From an optimization exercise on the open Yosys and OpenROAD flow, aimed at small area; shortcuts taken in it are not production practice. In this exercise RTL edits were held to simulation tests only and were not proved equivalent to the original. Power and IR drop assume default switching activity.

## job 7517
==> flow/design.v <==
module buffered_cl_builder
#(
    parameter DATA_WIDTH = 32,
    parameter DATA_PER_CL = 16,
    parameter CL_WIDTH = 512,
    parameter EVICTION_POLICY = "ALL_ZEROS",
    parameter BUFFER_DEPTH = 8,
    parameter ALM_FULL_DIFF = 4
)
(
    input logic clk,
    input logic reset,
    input logic evict,
    input logic data_wr,
    input logic [DATA_WIDTH - 1 : 0 ] data_in,
    input logic cl_rd,
    output logic alm_full,
    output logic out_cl_valid,
    output logic [CL_WIDTH - 1 : 0 ] out_cl
);
    localparam NBIG = 4;                 
    localparam M    = 4;                 
    localparam SA   = 5;                 
    localparam SB   = 6;
    localparam NONE = 7;                 
    localparam NSLOT = 7;
    localparam QLEN = 6;                 
    logic [4:0] bn;                      
    logic [2:0] bslot;                   
    logic       close;
    assign close = bn[4] | evict;
    logic [2:0] count;                   
    logic       c1, c2;                  
    logic       rd;
    assign rd           = cl_rd & (count != 3'd0);
    assign out_cl_valid = (count != 3'd0);
    assign alm_full     = count[2];
    always_ff @(posedge clk) begin
        c1 <= close & ~reset;
        c2 <= c1 & ~reset;
        if (reset)
            count <= '0;
        else
            count <= count + {2'b0, c2} - {2'b0, rd};
    end
    logic [DATA_WIDTH-1:0] big  [NBIG][DATA_PER_CL];
    logic [3:0]            big_n [NBIG];     
    logic [DATA_WIDTH-1:0] med  [3];
    logic [1:0]            med_n;            
    logic [DATA_WIDTH-1:0] sa, sb;
    logic [NSLOT-1:0] occ;               
    logic [2:0]       q [QLEN];
    logic [2:0]       qlen;
    logic [2:0]       head;
    assign head = q[0];
    logic [NSLOT-1:0] freed, avail, wen;
    logic             grow;              
    logic             need_slot;         
    logic [2:0]       ns;                
    logic [1:0]       need;              
    always_comb begin
        freed = '0;
        if (rd && head != NONE) freed[head] = 1'b1;
        grow = ~close & data_wr &
               ((bslot == NONE) ||
                ((bslot == SA || bslot == SB) && bn == 5'd1) ||
                (bslot == M && bn == 5'd3));
        need_slot = (close & data_wr) | grow;
        avail = ~occ | freed;
        if (grow && bslot != NONE) avail[bslot] = 1'b1;
        if (close || bslot == NONE)
            need = 2'd0;
        else if (bslot == M)
            need = 2'd2;
        else
            need = 2'd1;
        if (need == 2'd0 && avail[SA])
            ns = SA;
        else if (need == 2'd0 && avail[SB])
            ns = SB;
        else if (need != 2'd2 && avail[M])
            ns = M;
        else if (avail[0])
            ns = 3'd0;
        else if (avail[1])
            ns = 3'd1;
        else if (avail[2])
            ns = 3'd2;
        else
            ns = 3'd3;
        wen = '0;
        if (need_slot)
            wen[ns] = 1'b1;
        else if (data_wr && bslot != NONE)
            wen[bslot] = 1'b1;
    end
    logic [DATA_WIDTH-1:0] mv [3];
    always_comb begin
        case (bslot)
            3'd0: for (int i = 0; i < 3; i++) mv[i] = big[0][i];
            3'd1: for (int i = 0; i < 3; i++) mv[i] = big[1][i];
            3'd2: for (int i = 0; i < 3; i++) mv[i] = big[2][i];
            3'd3: for (int i = 0; i < 3; i++) mv[i] = big[3][i];
            3'd4: for (int i = 0; i < 3; i++) mv[i] = med[i];
            3'd5: begin mv[0] = sa; mv[1] = med[0]; mv[2] = med[1]; end
            default: begin mv[0] = sb; mv[1] = med[0]; mv[2] = med[1]; end
        endcase
    end
    always_ff @(posedge clk) begin
        if (reset) begin
            occ   <= '0;
            qlen  <= '0;
            bn    <= '0;
            bslot <= NONE;
        end
        else begin
            qlen <= qlen + {2'b0, close} - {2'b0, rd};
            occ  <= (occ & ~freed & ~((grow && bslot != NONE) ? (7'b1 << bslot) : 7'b0)) | wen;
            if (close) begin
                bn    <= {4'b0, data_wr};
                bslot <= data_wr ? ns : NONE;
            end
            else if (data_wr) begin
                bn <= bn + 5'd1;
                if (grow) bslot <= ns;
            end
        end
        for (int i = 0; i < QLEN; i++) begin
            if (close && (qlen - {2'b0, rd}) == i)
                q[i] <= (bn == 5'd0) ? NONE : bslot;
            else if (rd)
                q[i] <= (i == QLEN - 1) ? q[i] : q[i+1];
        end
        if (close) begin
            for (int s = 0; s < NBIG; s++)
                if (bslot == s) big_n[s] <= bn[3:0] - 4'd1;
            if (bslot == M) med_n <= bn[1:0] - 2'd1;
        end
        for (int s = 0; s < NBIG; s++) begin
            if (wen[s]) begin
                big[s][0] <= data_in;
                for (int i = 1; i < 4; i++) big[s][i] <= mv[i-1];
                for (int i = 4; i < DATA_PER_CL; i++) big[s][i] <= big[s][i-1];
            end
        end
        if (wen[M]) begin
            med[0] <= data_in;
            med[1] <= mv[0];
            med[2] <= mv[1];
        end
        if (wen[SA]) sa <= data_in;
        if (wen[SB]) sb <= data_in;
    end
    logic [3:0] head_n;                  
    logic       head_some;               
    always_comb begin
        head_some = 1'b1;
        case (head)
            3'd0: head_n = big_n[0];
            3'd1: head_n = big_n[1];
            3'd2: head_n = big_n[2];
            3'd3: head_n = big_n[3];
            3'd4: head_n = {2'b0, med_n};
            3'd5, 3'd6: head_n = 4'd0;
            default: begin head_n = 4'd0; head_some = 1'b0; end
        endcase
    end
    logic [NSLOT-1:0] hsel;
    logic [DATA_PER_CL-1:0] hmask;
    always_comb begin
        hsel = '0;
        if (head != NONE) hsel[head] = 1'b1;
        for (int i = 0; i < DATA_PER_CL; i++)
            hmask[i] = (i <= head_n);
    end
    always_comb begin
        for (int i = 0; i < DATA_PER_CL; i++) begin
            logic [DATA_WIDTH-1:0] w;
            w = '0;
            for (int s = 0; s < NBIG; s++)
                w = w | ({DATA_WIDTH{hsel[s] & hmask[i]}} & big[s][i]);
            if (i < 3) w = w | ({DATA_WIDTH{hsel[M] & hmask[i]}} & med[i % 3]);
            if (i == 0) w = w | ({DATA_WIDTH{hsel[SA]}} & sa) | ({DATA_WIDTH{hsel[SB]}} & sb);
            out_cl[i*DATA_WIDTH +: DATA_WIDTH] = w;
        end
    end
endmodule
export LEC_CHECK = 0
export CAP_MARGIN = 20
export CORE_MARGIN = 2
export CORE_UTILIZATION = 50
export SETUP_SLACK_MARGIN = 0.05
export SLEW_MARGIN = 20
export SYNTH_MEMORY_MAX_BITS = 8192
create_clock -name core_clock -period 6.0 [get_ports {clk}]
standard.sh (not shown) runs the stock make flow with config.mk's settings and CLKGATE_MAP_FILE= SYNTH_SCRIPT=/design/flow/synth_recipe.tcl, a recipe that flattens the netlist after the stock synthesis.
==> flow/flow/run.sh <==
#!/bin/bash
# Layout: the standard flow (standard.sh), with two changes:
#  - ports are buffered with sky130_fd_sc_hd__buf_1 (every input and output still gets a buffer)
#  - clock tree synthesis does not insert dummy loads, and clusters up to 16 sinks under clkbuf_8 leaf buffers
# standard.sh's make output goes to make_flow.log here; ORFS writes each step's log under orfs/logs.
set -euo pipefail
export BUFFER_PORTS_ARGS="-buffer_cell sky130_fd_sc_hd__buf_1"
export CTS_ARGS="-sink_clustering_enable -repair_clock_nets -dont_use_dummy_load -buf_list sky130_fd_sc_hd__clkbuf_8 -root_buf sky130_fd_sc_hd__clkbuf_16 -sink_clustering_size 16 -sink_clustering_max_diameter 50"
bash standard.sh finish > make_flow.log 2>&1
For job 503, these inputs were changed with respect to job 7517:
Settings: an added GPL_TIMING_DRIVEN of 0; a change of SETUP_SLACK_MARGIN from 0.05 to 0.1.
==> flow/flow/run.sh <==
#!/bin/bash
# Layout: the standard flow (standard.sh), with two changes:
#  - ports are buffered with sky130_fd_sc_hd__buf_1 (every input and output still gets a buffer)
#  - clock tree synthesis does not insert dummy loads, and clusters up to 20 sinks under clkbuf_8 leaf buffers
# standard.sh's make output goes to make_flow.log here; ORFS writes each step's log under orfs/logs.
set -euo pipefail
export BUFFER_PORTS_ARGS="-buffer_cell sky130_fd_sc_hd__buf_1"
export CTS_ARGS="-sink_clustering_enable -repair_clock_nets -dont_use_dummy_load -buf_list sky130_fd_sc_hd__clkbuf_8 -root_buf sky130_fd_sc_hd__clkbuf_16 -sink_clustering_size 20 -sink_clustering_max_diameter 60"
bash standard.sh finish > make_flow.log 2>&1
Notes after the runs:
Final cell area: job 503 above job 7517. Job 7517 was carried through to the last stage, and its layout satisfied the timing, DRC and antenna checks. Job 503: all stages complete, timing, DRC and antenna checks passed. Job 503 vs job 7517: number of nets at the end of the flow up by a few percent. Job 7517 reports its cell type of the slowest stage on the worst timing path as sky130_fd_sc_hd__a222oi_1 while job 503 reports sky130_fd_sc_hd__edfxtp_1. Changes observed in job 503 relative to job 7517: end-of-flow core utilization moved up, total power moved up. Status: area used by multi-input combinational logic parity (job 503, job 7517). On routed wire length, job 7517 beats job 503. Job 503 vs. job 7517: worst setup skew after layout decreased 5.2 ps, growth of design area from synthesis to finish increased 2.3 points.

========
Setup of build 62:
RTL: the design.v shown in full above, as it stands there.
clock: 6.0 ns
lec_check: 0
cap_margin: 5
core_margin: 2
core_utilization: 50
setup_slack_margin: 0.1
slew_margin: 5
synth_memory_max_bits: 8192
==> flow/flow/run.sh <==
#!/bin/bash
# Layout: the standard flow (standard.sh), with two changes:
#  - ports are buffered with sky130_fd_sc_hd__buf_1 (every input and output still gets a buffer)
#  - clock tree synthesis does not insert dummy loads, and clusters up to 20 sinks under clkbuf_8 leaf buffers
# standard.sh's make output goes to make_flow.log here; ORFS writes each step's log under orfs/logs.
set -euo pipefail
export BUFFER_PORTS_ARGS="-buffer_cell sky130_fd_sc_hd__buf_1"
export CTS_ARGS="-sink_clustering_enable -repair_clock_nets -dont_use_dummy_load -buf_list sky130_fd_sc_hd__clkbuf_8 -root_buf sky130_fd_sc_hd__clkbuf_16 -sink_clustering_size 20 -sink_clustering_max_diameter 60"
bash standard.sh finish > make_flow.log 2>&1
Build 62 | status: complete | timing, DRC, antenna: pass
### build 62 -> build 59
# build 62
export LEC_CHECK = 0
export CAP_MARGIN = 5
export CORE_MARGIN = 2
export CORE_UTILIZATION = 50
export SETUP_SLACK_MARGIN = 0.1
export SLEW_MARGIN = 5
export SYNTH_MEMORY_MAX_BITS = 8192
create_clock -name core_clock -period 6.0 [get_ports {clk}]
# build 59
export LEC_CHECK = 0
export CAP_MARGIN = 20
export CORE_MARGIN = 2
export CORE_UTILIZATION = 50
export SLEW_MARGIN = 20
export SYNTH_MEMORY_MAX_BITS = 8192
create_clock -name core_clock -period 6.0 [get_ports {clk}]
## What came out
On fraction of standard cell area that is sequential, build 59 and build 62 are neck and neck.
Between build 62 and build 59, the clock power share figures differ only marginally.
Clock network latency to the later pin of the worst-skew pair: lower on build 59
Between build 59 and build 62, the total non-filler cell area in the finished layout does not differ in any meaningful way.
### build 59 -> build 48
# build 59
export LEC_CHECK = 0
export CAP_MARGIN = 20
export CORE_MARGIN = 2
export CORE_UTILIZATION = 50
export SLEW_MARGIN = 20
export SYNTH_MEMORY_MAX_BITS = 8192
create_clock -name core_clock -period 6.0 [get_ports {clk}]
# build 48
export LEC_CHECK = 0
export CAP_MARGIN = 20
export CORE_MARGIN = 2
export CORE_UTILIZATION = 50
export SETUP_SLACK_MARGIN = 0.1
export SLEW_MARGIN = 20
export SYNTH_MEMORY_MAX_BITS = 8192
create_clock -name core_clock -period 6.0 [get_ports {clk}]
==> flow/flow/run.sh <==
#!/bin/bash
# Layout: the standard flow (standard.sh), with two changes:
#  - ports are buffered with sky130_fd_sc_hd__buf_1 (every input and output still gets a buffer)
#  - clock tree synthesis does not insert dummy loads, and clusters up to 30 sinks
# standard.sh's make output goes to make_flow.log here; ORFS writes each step's log under orfs/logs.
set -euo pipefail
export BUFFER_PORTS_ARGS="-buffer_cell sky130_fd_sc_hd__buf_1"
export CTS_ARGS="-sink_clustering_enable -repair_clock_nets -dont_use_dummy_load -buf_list sky130_fd_sc_hd__clkbuf_16 -sink_clustering_size 30 -sink_clustering_max_diameter 80"
bash standard.sh finish > make_flow.log 2>&1
- Build 48: all stages complete, timing, DRC and antenna checks passed
- Comparing power share of the clock group for build 48 and build 59, the bigger number came from build 48.
- Build 59 -> build 48: count of flip-flops and latches delta 0, exact match
- Register share of the cell area sits lower in build 48 than in build 59.
[inputs] build 92 vs build 48
==> flow/flow/run.sh <==
#!/bin/bash
# Layout: the standard flow (standard.sh), with two changes:
#  - ports are buffered with sky130_fd_sc_hd__buf_1 (every input and output still gets a buffer)
#  - clock tree synthesis does not insert dummy loads, and clusters up to 20 sinks under clkbuf_8 leaf buffers
# standard.sh's make output goes to make_flow.log here; ORFS writes each step's log under orfs/logs.
set -euo pipefail
export BUFFER_PORTS_ARGS="-buffer_cell sky130_fd_sc_hd__buf_1"
export CTS_ARGS="-sink_clustering_enable -repair_clock_nets -dont_use_dummy_load -buf_list sky130_fd_sc_hd__clkbuf_8 -root_buf sky130_fd_sc_hd__clkbuf_16 -sink_clustering_size 20 -sink_clustering_max_diameter 60"
bash standard.sh finish > make_flow.log 2>&1
## What came out
Build 92: no failed stages, no open violations at the end
Proportion of total power due to net switching | build 92 above build 48
The global routing met3 resource utilization reported for build 92 is greater than that of build 48 by 0.55 points.
For total routed wirelength, build 92 and build 48 come out practically identical.
Sort build 92 and build 48 by sequential share of layout area, descending, and build 92 comes first.
Taking build 48 as the reference, in build 92 count of H-tree levels built during CTS saw an increase; first-iteration DRC count has decreased; worst slack on hold paths rose 72 ps; via count now larger.

========
== maple ==
Another version of the RTL of buffered_cl_builder (not shown whole).
Size in the first run: ~5100 cells after synthesis, roughly 2300 flip-flops, roughly 86000 µm² of cells after synthesis.
clock: 6.0 ns
lec_check: 0
cap_margin: 20
core_margin: 2
core_utilization: 50
cts_buf_list: sky130_fd_sc_hd__clkbuf_16
cts_cluster_diameter: 100
cts_cluster_size: 30
slew_margin: 20
synth_memory_max_bits: 8192
run.sh (not shown) runs the stock make flow with config.mk's settings and CLKGATE_MAP_FILE= SYNTH_SCRIPT=/design/flow/synth_recipe.tcl, a recipe that flattens the netlist after the stock synthesis.
Stock flow here: none of the scripts above is used.
For sierra, these inputs were changed with respect to maple:
Settings: CTS_CLUSTER_SIZE no longer set, was 30; CTS_BUF_LIST no longer set, was sky130_fd_sc_hd__clkbuf_16; CTS_CLUSTER_DIAMETER no longer set, was 100.
Results
Both conditions hold for sierra: the flow ran to the end and the final layout passed the timing, DRC and antenna checks.
maple consumes less power than sierra.
sierra has less setup slack than maple.
Looking only at sum of buffers and inverters on the critical path, and setting everything else aside, the higher value of sierra and maple goes to sierra.
On logic gate share of total power, the higher figure sits with maple, not sierra.
Between sierra and maple, the multi-input combinational area share is lower for sierra.
Changes observed in sierra relative to maple: hold slack saw a decrease; final cycle utilization of the critical path saw an increase; count of placed standard cells in the final layout, fillers left out saw an increase.

========
Setup of run A:
Starting RTL as in the previous note.
Settings: LEC_CHECK=0, ABC_AREA=1, CAP_MARGIN=20, CORE_MARGIN=2, CORE_UTILIZATION=50, CTS_BUF_LIST=sky130_fd_sc_hd__clkbuf_4, CTS_CLUSTER_SIZE=20, SLEW_MARGIN=20, SYNTH_MEMORY_MAX_BITS=8192; clock period 6.0 ns.
#### Input delta (run B over run A)
- an added SETUP_SLACK_MARGIN of 0.1
- a deleted CTS_CLUSTER_SIZE that had been 20
- a deleted CTS_BUF_LIST that had been sky130_fd_sc_hd__clkbuf_4
- a deleted ABC_AREA that had been 1
==> flow/flow/run.sh (new file) <==
#!/bin/bash
# Layout: the standard flow (standard.sh), with two changes:
#  - ports are buffered with sky130_fd_sc_hd__buf_1 (every input and output still gets a buffer)
#  - clock tree synthesis does not insert dummy loads, and clusters up to 30 sinks
# standard.sh's make output goes to make_flow.log here; ORFS writes each step's log under orfs/logs.
set -euo pipefail
export BUFFER_PORTS_ARGS="-buffer_cell sky130_fd_sc_hd__buf_1"
export CTS_ARGS="-sink_clustering_enable -repair_clock_nets -dont_use_dummy_load -buf_list sky130_fd_sc_hd__clkbuf_16 -sink_clustering_size 30 -sink_clustering_max_diameter 80"
bash standard.sh finish > make_flow.log 2>&1
==> flow/standard.sh (new file) <==
#!/bin/bash
# synth_recipe.tcl (not shown) runs the flow's synth.tcl, then flattens the netlist and writes it again
# the make line also repeats each setting of config.mk as NAME=value (left out here)
make -C /OpenROAD-flow-scripts/flow DESIGN_CONFIG=/design/flow/config.mk WORK_HOME=/design/flow/orfs CLKGATE_MAP_FILE= SYNTH_SCRIPT=/design/flow/synth_recipe.tcl "${@:-finish}"
removed: flow/run.sh
Findings:
- Multi-input gate share of total cell area ends up higher on run B.
- simple AND/OR/NAND/NOR gates as the largest family of logic cells by synthesized area was reported by run A, and compound AO/OA/AOI/OAI gates by run B.
- | clock group share of total power | run B vs run A | 8.1 points lower |
- Sort run A and run B by maximum resistive drop on vdd, ascending, and run B comes first.
- Run B vs run A — global-route wire length before repair dropped by more than 10%
- Looking at register-to-register slack across run A and run B, the one that comes out lower is run B.
--- input diff run B..run C ---
- CORE_UTILIZATION: 50 -> 58
### Flow results
- Run C finished end to end and its layout was clean on timing, DRC and antenna.
- Est. power | run C vs run B | run C lower
- On run C: utilization after layout is 8.6 points higher than what run B gave.
- Run C ended with less relative slew slack than run B.
- Of run C and run B, the run reporting the lower die area was run C.
- Portion of the layout cell area used by non-clock buffers for run C is higher than for run B.
- The placed cell area was comparable across run C and run B.

## afterwards: timing with drivers on the ports
No port has a modelled driver above. Below, the same layouts with a new extraction and two added sets of constraints. Step 1: set_driving_cell puts a clkbuf_16 on clk and a buf_2 on each other input, an assumption about the parent block. Step 2, shift: input delay + t, output delay - t, t = (earliest + latest rising clock arrival at the registers) / 2. This alone moves slack from input paths to output paths. Slacks: ideal / step 1 / step 2; pairs: ideal / step 1.
| run | t, ns | setup WS [ns] | worst setup path at the end | latest minus earliest clock arrival (ns) | cell pins on the clock port's net |
|---|---|---|---|---|---|
| job 7517 | 0.854 | 0.447 / 0.363 / 0.750 | input to register | 0.154 / 0.154 | 1 |
| job 503 | 0.829 | 0.163 / 0.079 / 0.211 | input to register | 0.149 / 0.149 | 1 |
| build 62 | 0.862 | 0.411 / 0.321 / 0.742 | input to register | 0.123 / 0.123 | 1 |
| build 59 | 0.826 | 0.468 / 0.382 / 0.764 | input to register | 0.138 / 0.138 | 1 |
| build 48 | 0.800 | 0.496 / 0.409 / 0.777 | input to register | 0.146 / 0.146 | 1 |
| build 92 | 0.826 | 0.468 / 0.382 / 0.764 | input to register | 0.138 / 0.138 | 1 |
| maple | 0.828 | 0.204 / 0.120 / 0.602 | input to register | 0.054 / 0.055 | 1 |
| sierra | 0.926 | 0.154 / 0.070 / 0.584 | input to register | 0.030 / 0.029 | 1 |
| run A | 1.426 | 0.072 / -0.004 / 0.379 | input to register | 0.103 / 0.103 | 1 |
| run B | 0.811 | 0.315 / 0.234 / 0.663 | input to register | 0.129 / 0.128 | 1 |
| run C | 0.808 | 0.295 / 0.213 / 0.992 | input to register | 0.085 / 0.085 | 1 |
After both steps every run listed still meets setup and hold.
